Source: an optimization exercise on an open RTL-to-GDS flow (aim: a short achievable clock period and few clock cycles). Production flows keep margins and buffers that such runs may drop.
The RTL was checked by simulation tests, not by an equivalence proof against the original design.
Power figures rest on the tool's default switching activity, not on a simulated workload.

maple:
## top
module top (
    input         clk,
    input         reset,
    output [31:0] PC,
    input  [31:0] Instr,
    output        MemWrite,
    output [31:0] DataAdr,
    output [31:0] WriteData,
    input  [31:0] ReadData
);
Size in the first run: ~5600 cells after synthesis, ~860 flip-flops, roughly 160 I/O pins, ~47000 um^2 of cells after synthesis.
export LEC_CHECK = 0
export ABC_CLOCK_PERIOD_IN_PS = 1000
export CAP_MARGIN = 20
export CORE_MARGIN = 2
export CORE_UTILIZATION = 40
export PLACE_DENSITY = 0.6
export SETUP_SLACK_MARGIN = 5
export SLEW_MARGIN = 20
create_clock -name core_clock -period 11.0 [get_ports {clk}]
standard.sh (not shown) runs the stock make flow with config.mk's settings and CLKGATE_MAP_FILE= SYNTH_SCRIPT=/design/flow/synth_recipe.tcl, a recipe that flattens the netlist after the stock synthesis.
==> flow/flow/run.sh <==
#!/bin/bash
# Own flow: the standard layout (standard.sh) with these changes.
#  - Synthesis maps with a mapping-only ABC script (flow/abc_map.script) and
#    without the full/half adder cells, so the RTL's parallel-prefix adders
#    keep their depth. Registers are untouched by both changes.
#  - The standard synthesis runs first; its netlist gives the names of the
#    few registers that synthesis leaves unnamed (see flow/fast_synth.tcl).
#  - Ports are buffered with buf_4 rather than the smallest buffer (a delay
#    cell that resizing could not swap out), and resizing may swap a cell
#    for one of another footprint.
# Each step's full output: std_synth.log, run_make.log, and ORFS's own logs
# under orfs/logs.
set -uo pipefail
HERE=$(pwd)
MARGIN=${MARGIN:-7.6}
RES=orfs/results/${FLOW_PLATFORM:-sky130hd}/top/base
bash standard.sh synth > std_synth.log 2>&1 || { tail -20 std_synth.log; exit 1; }
cp $RES/1_2_yosys.v std_netlist.v
rm -rf orfs
export FAST_ABC_SCRIPT=$HERE/flow/abc_map.script
export STD_NETLIST=$HERE/std_netlist.v
bash standard.sh SYNTH_SCRIPT=$HERE/flow/fast_synth.tcl ADDER_MAP_FILE= \
    SETUP_SLACK_MARGIN=$MARGIN MATCH_CELL_FOOTPRINT=0 \
    "BUFFER_PORTS_ARGS=-buffer_cell sky130_fd_sc_hd__buf_4" finish > run_make.log 2>&1
st=$?
tail -20 run_make.log
exit $st
Other scripts of this flow, unchanged in this note and not shown: flow/flow/abc_map.script, flow/flow/fast_synth.tcl
Testbench counts of maple, summed over its fixed seeds: cycles 40,666.
## Diff of input files: willow against maple
--- a/flow/design.v
+++ b/flow/design.v
@@ -15,24 +15,25 @@
     reg  [3:0]  ra2_d;               
     reg         aimm_d;              
     reg         bimm_d;              
     reg  [31:0] imm_d;               
     reg         pred_d;
     reg         v_e;
     reg  [31:0] a_e, b_e, sd_e;
     reg  [31:0] pc4_e;
     reg  [3:0]  cond_e;
     reg  [3:0]  rd_e;
     reg         dp_e, ld_e, st_e, br_e, s_e, pred_e;
     reg  [1:0]  aluc_e;
+    reg         add_e, sub_e, and_e, orr_e;    
     reg         fN, fZ, fC, fV;
     reg         mw_m, ld_m, wr_m;
     reg  [3:0]  rd_m;
     reg  [31:0] adr_m, wd_m;
     reg  [32*15-1:0] rf;              
     assign PC        = pc_f;
     assign MemWrite  = mw_m;
     assign DataAdr   = adr_m;
     assign WriteData = wd_m;
     function [64:0] ks32;
         input [31:0] a, b;
         input        ci;
@@ -97,32 +98,31 @@
             4'b0110: condex = fV;
             4'b0111: condex = ~fV;
             4'b1000: condex = fC & ~fZ;
             4'b1001: condex = ~fC | fZ;
             4'b1010: condex = ~(fN ^ fV);
             4'b1011: condex = fN ^ fV;
             4'b1100: condex = ~fZ & ~(fN ^ fV);
             4'b1101: condex = fZ | (fN ^ fV);
             default: condex = 1'b1;
         endcase
     end
     wire go_e = v_e & condex;
-    wire        sub_e = (aluc_e == 2'b01);
     wire [31:0] sum_e, dif_e;
     wire        co_s, co_d;
     wire [31:0] cs_unused, cd_unused;
     assign {co_s, cs_unused, sum_e} = ks32(a_e, b_e, 1'b0);
     assign {co_d, cd_unused, dif_e} = ks32(a_e, ~b_e, 1'b1);
-    wire [31:0] res_e = aluc_e[1] ? (aluc_e[0] ? (a_e | b_e) : (a_e & b_e)) :
-                        (aluc_e[0] ? dif_e : sum_e);
+    wire [31:0] res_e = ({32{add_e}} & sum_e) | ({32{sub_e}} & dif_e) |
+                        ({32{and_e}} & (a_e & b_e)) | ({32{orr_e}} & (a_e | b_e));
     wire co_e = aluc_e[0] ? co_d : co_s;
     wire rN = res_e[31];
     wire [31:0] bz   = b_e ^ {32{sub_e}};
     wire [31:0] kz   = {a_e[30:0] | bz[30:0], sub_e};
     wire        z_as = &((a_e ^ bz) ~^ kz);
     wire rZ = aluc_e[1] ? (aluc_e[0] ? ~|(a_e | b_e) : ~|(a_e & b_e)) : z_as;
     wire rC = ~aluc_e[1] & (co_e ^ sub_e);
     wire rV = ~(a_e[31] ^ b_e[31] ^ aluc_e[0]) & (a_e[31] ^ res_e[31]) & ~aluc_e[1];
     wire pcw_e    = dp_e & (rd_e == 4'd15);
     wire taken_e  = go_e & (br_e | pcw_e);
     wire redirect = v_e & (taken_e ^ pred_e);
     wire wf_e     = go_e & dp_e & s_e;                  
@@ -275,19 +275,23 @@
         b_e    <= b_next;
         sd_e   <= sd_next;
         pc4_e  <= pc4_d;
         cond_e <= cond_d;
         rd_e   <= rd_d;
         dp_e   <= dp_d;
         ld_e   <= ld_d;
         st_e   <= st_d;
         br_e   <= br_d;
         s_e    <= s_d;
         pred_e <= pred_d ^ redir_d;
         aluc_e <= aluc_d;
+        add_e  <= (aluc_d == 2'b00);
+        sub_e  <= (aluc_d == 2'b01);
+        and_e  <= (aluc_d == 2'b10);
+        orr_e  <= (aluc_d == 2'b11);
         rd_m   <= rd_e;
         adr_m  <= res_e;
         wd_m   <= sd_e;
         for (j = 0; j < 15; j = j + 1)
             if (wr_m && rd_m == j) rf[32*j +: 32] <= m_val;
     end
 endmodule
--- outcome ---
[compare] base=maple new=willow: cell count of the worst hold path flat; weighted congestion at the end of routability-driven global placement up 0.0091; clock network fraction of total power up 1.0 points. Taking maple as the reference, in willow final instance area has decreased, portion of the clock cycle consumed by the worst path in the final layout grew by 0.66 points, required arrival time at the worst endpoint shows an increase of 0.08 ns, critical path depth moved down, compound-gate portion of the synthesized area climbed 0.26 points. On total core area, willow and maple are neck and neck. In the metrics for willow and maple, the one carrying the higher largest net degree at the start of global routing is maple. Of willow and maple, the run reporting the lower flip-flop and latch count after synthesis was maple. willow gives less wire length than maple did. | total iterations of the first detailed-routing run | willow vs maple | 1 lower |.
Testbench counts of willow, summed over its fixed seeds: cycles 40,666.

---

## lane 4
top, a different RTL version from the one above (not shown whole).
For scale: about 830 flip-flops, ~160 I/O pins.
export LEC_CHECK = 0
export ABC_CLOCK_PERIOD_IN_PS = 1000
export CAP_MARGIN = 20
export CORE_MARGIN = 2
export CORE_UTILIZATION = 40
export PLACE_DENSITY = 0.6
export SETUP_SLACK_MARGIN = 5
export SLEW_MARGIN = 20
create_clock -name core_clock -period 11.0 [get_ports {clk}]
==> flow/flow/run.sh <==
#!/bin/bash
# Own flow: the standard layout (standard.sh) with these changes.
#  - Synthesis maps with a mapping-only ABC script (flow/abc_map.script) and
#    without the full/half adder cells, so the RTL's parallel-prefix adders
#    keep their depth. Registers are untouched by both changes.
#  - The standard synthesis runs first; its netlist gives the names of the
#    few registers that synthesis leaves unnamed (see flow/fast_synth.tcl).
set -uo pipefail
HERE=$(pwd)
MARGIN=${MARGIN:-7.6}
RES=orfs/results/${FLOW_PLATFORM:-sky130hd}/top/base
bash standard.sh synth > std_synth.log 2>&1 || { tail -20 std_synth.log; exit 1; }
cp $RES/1_2_yosys.v std_netlist.v
rm -rf orfs
export FAST_ABC_SCRIPT=$HERE/flow/abc_map.script
export STD_NETLIST=$HERE/std_netlist.v
bash standard.sh SYNTH_SCRIPT=$HERE/flow/fast_synth.tcl ADDER_MAP_FILE= \
    SETUP_SLACK_MARGIN=$MARGIN finish > run_make.log 2>&1
st=$?
tail -20 run_make.log
exit $st
Other scripts of this flow, unchanged in this note and not shown: flow/flow/abc_map.script, flow/flow/fast_synth.tcl
Testbench counts of lane 4, summed over its fixed seeds: cycles 40,664.
Input changes introduced in lane 2 (baseline for comparison: lane 4):
--- a/flow/design.v
+++ b/flow/design.v
@@ -17,23 +17,24 @@
     reg  [31:0] a_e, b_e, sd_e;
     reg  [31:0] pc4_e;
     reg  [3:0]  cond_e;
     reg  [3:0]  rd_e;
     reg         dp_e, ld_e, st_e, br_e, s_e, pred_e;
     reg  [1:0]  aluc_e;
     reg         fN, fZ, fC, fV;
     reg         mw_m, ld_m, wr_m;
     reg  [3:0]  rd_m;
     reg  [31:0] adr_m, wd_m;
     reg  [32*15-1:0] rf;              
-    assign PC        = pc_f;
+    reg  [31:0] pc_on;
+    assign PC        = ~pc_on;
     assign MemWrite  = mw_m;
     assign DataAdr   = adr_m;
     assign WriteData = wd_m;
     function [64:0] ks32;
         input [31:0] a, b;
         input        ci;
         reg   [31:0] g, p, gn, pn, c;
         integer k, i;
         begin
             p = a ^ b;
             g = a & b;
@@ -195,70 +196,80 @@
     assign {btgt_co, cbt_unused, btgt_d} = ks32(pc8_d, off_d, 1'b0);
     wire [31:0] d_target = condex_d ? btgt_d : pc4_d;
     wire [31:0] imm_d = br_d ? {{6{ir_d[23]}}, ir_d[23:0], 2'b00} :
                         mem_d ? {20'd0, ir_d[11:0]} : {24'd0, ir_d[7:0]};
     wire a_is_pc = br_d;
     wire b_is_imm = br_d | mem_d | i_d;
     wire [31:0] a_next  = a_is_pc ? pc8_d : (fa_e ? res_e : rfa_m);
     wire [31:0] b_next  = b_is_imm ? imm_d : (fb_e ? res_e : rfb_m);
     wire [31:0] sd_next = fb_e ? res_e : rfb_m;
     wire [31:2] pcp4_u = pc_f[31:2] + 30'd1;
     wire [31:3] pcp8_u = pc_f[31:3] + 29'd1;
-    wire [21:0] hi0  = pcp8_u[31:10];
-    wire [21:0] hi_p = hi0 + 22'd1;
-    wire [21:0] hi_m = hi0 - 22'd1;
+    wire        c8   = &pc_f[9:3];
+    wire [21:0] pa0  = pc_f[31:10];
+    wire [21:0] pa1  = pc_f[31:10] + 22'd1;
+    wire [21:0] pa2  = pc_f[31:10] + 22'd2;
+    wire [21:0] pam  = pc_f[31:10] - 22'd1;
+    wire [21:0] hi0  = c8 ? pa1 : pa0;
+    wire [21:0] hi_p = c8 ? pa2 : pa1;
+    wire [21:0] hi_m = c8 ? pa0 : pam;
     wire [3:0] f_cond  = Instr[31:28];
     wire       f_br    = (Instr[27:26] == 2'b10);
     wire       f_addpc = (Instr[27:21] == 7'b0010100) &&
                          (Instr[19:16] == 4'd15) && (Instr[15:12] == 4'd15);
     wire       f_short = (Instr[23:8] == 16'h0000) || (Instr[23:8] == 16'hFFFF);
     wire [7:0] lo_b;
     wire       c_b;
     wire [7:0] cb_unused;
     assign {c_b, cb_unused, lo_b} = ks8({pcp8_u[9:3], pc_f[2]}, Instr[7:0], 1'b0);
     wire [21:0] hb1 = Instr[23] ? hi0  : hi_p;      
     wire [21:0] hb0 = Instr[23] ? hi_m : hi0;       
     wire [21:0] hi_b = c_b ? hb1 : hb0;
     wire [31:0] tgt_b = {hi_b, lo_b, pc_f[1:0]};
     wire [7:0]  lo_a;
     wire        c_a;
     wire [7:0] ca_unused;
     assign {c_a, ca_unused, lo_a} = ks8({pcp8_u[7:3], pc_f[2:0]}, Instr[7:0], 1'b0);
-    wire [23:0] hi8_0 = pcp8_u[31:8];
-    wire [23:0] hi8_p = pcp8_u[31:8] + 24'd1;
+    wire        c6    = &pc_f[7:3];
+    wire [23:0] pb1   = pc_f[31:8] + 24'd1;
+    wire [23:0] pb2   = pc_f[31:8] + 24'd2;
+    wire [23:0] hi8_0 = c6 ? pb1 : pc_f[31:8];
+    wire [23:0] hi8_p = c6 ? pb2 : pb1;
     wire [31:0] tgt_a = {c_a ? hi8_p : hi8_0, lo_a};
     wire fNV = fN ^ fV;
     wire [15:0] cv = {1'b1, 1'b1, fZ | fNV, ~fZ & ~fNV, fNV, ~fNV, ~fC | fZ, fC & ~fZ,
                       ~fV, fV, ~fN, fN, ~fC, fC, ~fZ, fZ};
     wire f_condok = cv[f_cond];
     wire pred_b = f_br & f_short & f_condok;
     wire pred_a = f_addpc & f_condok;
     wire f_pred = (f_br & f_short | f_addpc) & f_condok;
     wire [31:0] tgt_f = f_br ? tgt_b : tgt_a;
     wire [31:0] e_target = taken_e ? res_e : pc4_e;
     wire [31:0] pc_hold  = redirect ? e_target : (redir_d ? d_target : pc_f);
     wire        hold     = redirect | redir_d | stall;
     wire [31:0] pc_fnext = f_pred ? tgt_f : {pcp4_u, pc_f[1:0]};
     wire [31:0] pc_next  = hold ? pc_hold : pc_fnext;
     integer j;
     always @(posedge clk or posedge reset) begin
         if (reset) begin
             pc_f <= 32'd0;
+            pc_on <= 32'hFFFFFFFF;
             v_d  <= 1'b0;
             v_e  <= 1'b0;
             fN <= 1'b0; fZ <= 1'b0; fC <= 1'b0; fV <= 1'b0;
             mw_m <= 1'b0;
             ld_m <= 1'b0;
             wr_m <= 1'b0;
         end else begin
             pc_f <= pc_next;
+            pc_on <= ~pc_next;
             if (redirect | redir_d) v_d <= 1'b0;
             else if (!stall) v_d <= 1'b1;
             v_e  <= v_d & ~stall & ~redirect;
             if (go_e & dp_e & s_e) begin fN <= rN; fZ <= rZ; end
             if (go_e & dp_e & s_e & ~aluc_e[1]) begin fC <= rC; fV <= rV; end
             mw_m <= go_e & st_e;
             ld_m <= go_e & ld_e;
             wr_m <= wr_e;
         end
     end
     always @(posedge clk) begin
Notes after the runs:
Re required arrival time at the worst endpoint: lane 2 and lane 4 aren't equal, and the lower value belongs to lane 4. Number of nets in the final layout for lane 2 is higher than for lane 4. Diff lane 4 -> lane 2 | final-layout fill cell count | up by a few percent. Lane 2 vs. lane 4: global-route usage went down by 0.73 points. Between lane 4 and lane 2, average instance area after synthesis decreased. Slowest stage cell on the critical path = or3b_4: lane 2; slowest stage cell on the critical path = or4_4: lane 4. Side by side, maximum frequency turned out lower in lane 2 than in lane 4.
Testbench counts of lane 2, summed over its fixed seeds: cycles 40,664.

## re-timing with driven ports
How much do the figures lean on ideal ports? The routed layouts below were timed once more, with nothing changed but the port constraints. Step 1, drivers: a clkbuf_16 drives clk and a buf_2 each remaining input, both assumed. Step 2 moves the port delays by t, midway between the first and last clock arrival at a register: inputs arrive t later, outputs are due t later. That takes back most of the time a late clock gives input paths. Three values: no drivers, after step 1, after step 2; two values: the first two.
run	t (ns)	slack for setup (ns)	clock arrival spread, ns	worst data-port slew with drivers (ns)	pins driven straight from the clock port
maple	0.786	7.309 / 7.309 / 6.616	0.054 / 0.054	0.06	1
willow	0.775	7.236 / 7.240 / 6.465	0.054 / 0.054	0.07	1
lane 4	0.783	7.345 / 7.347 / 6.595	0.054 / 0.054	0.08	1
lane 2	0.816	7.049 / 7.077 / 6.261	0.070 / 0.070	0.06	1
After both steps setup and hold are still met in every run listed. The setup slack of lane 2, which loses most, moves by +0.028 ns with the drivers and by -0.788 ns with both steps.
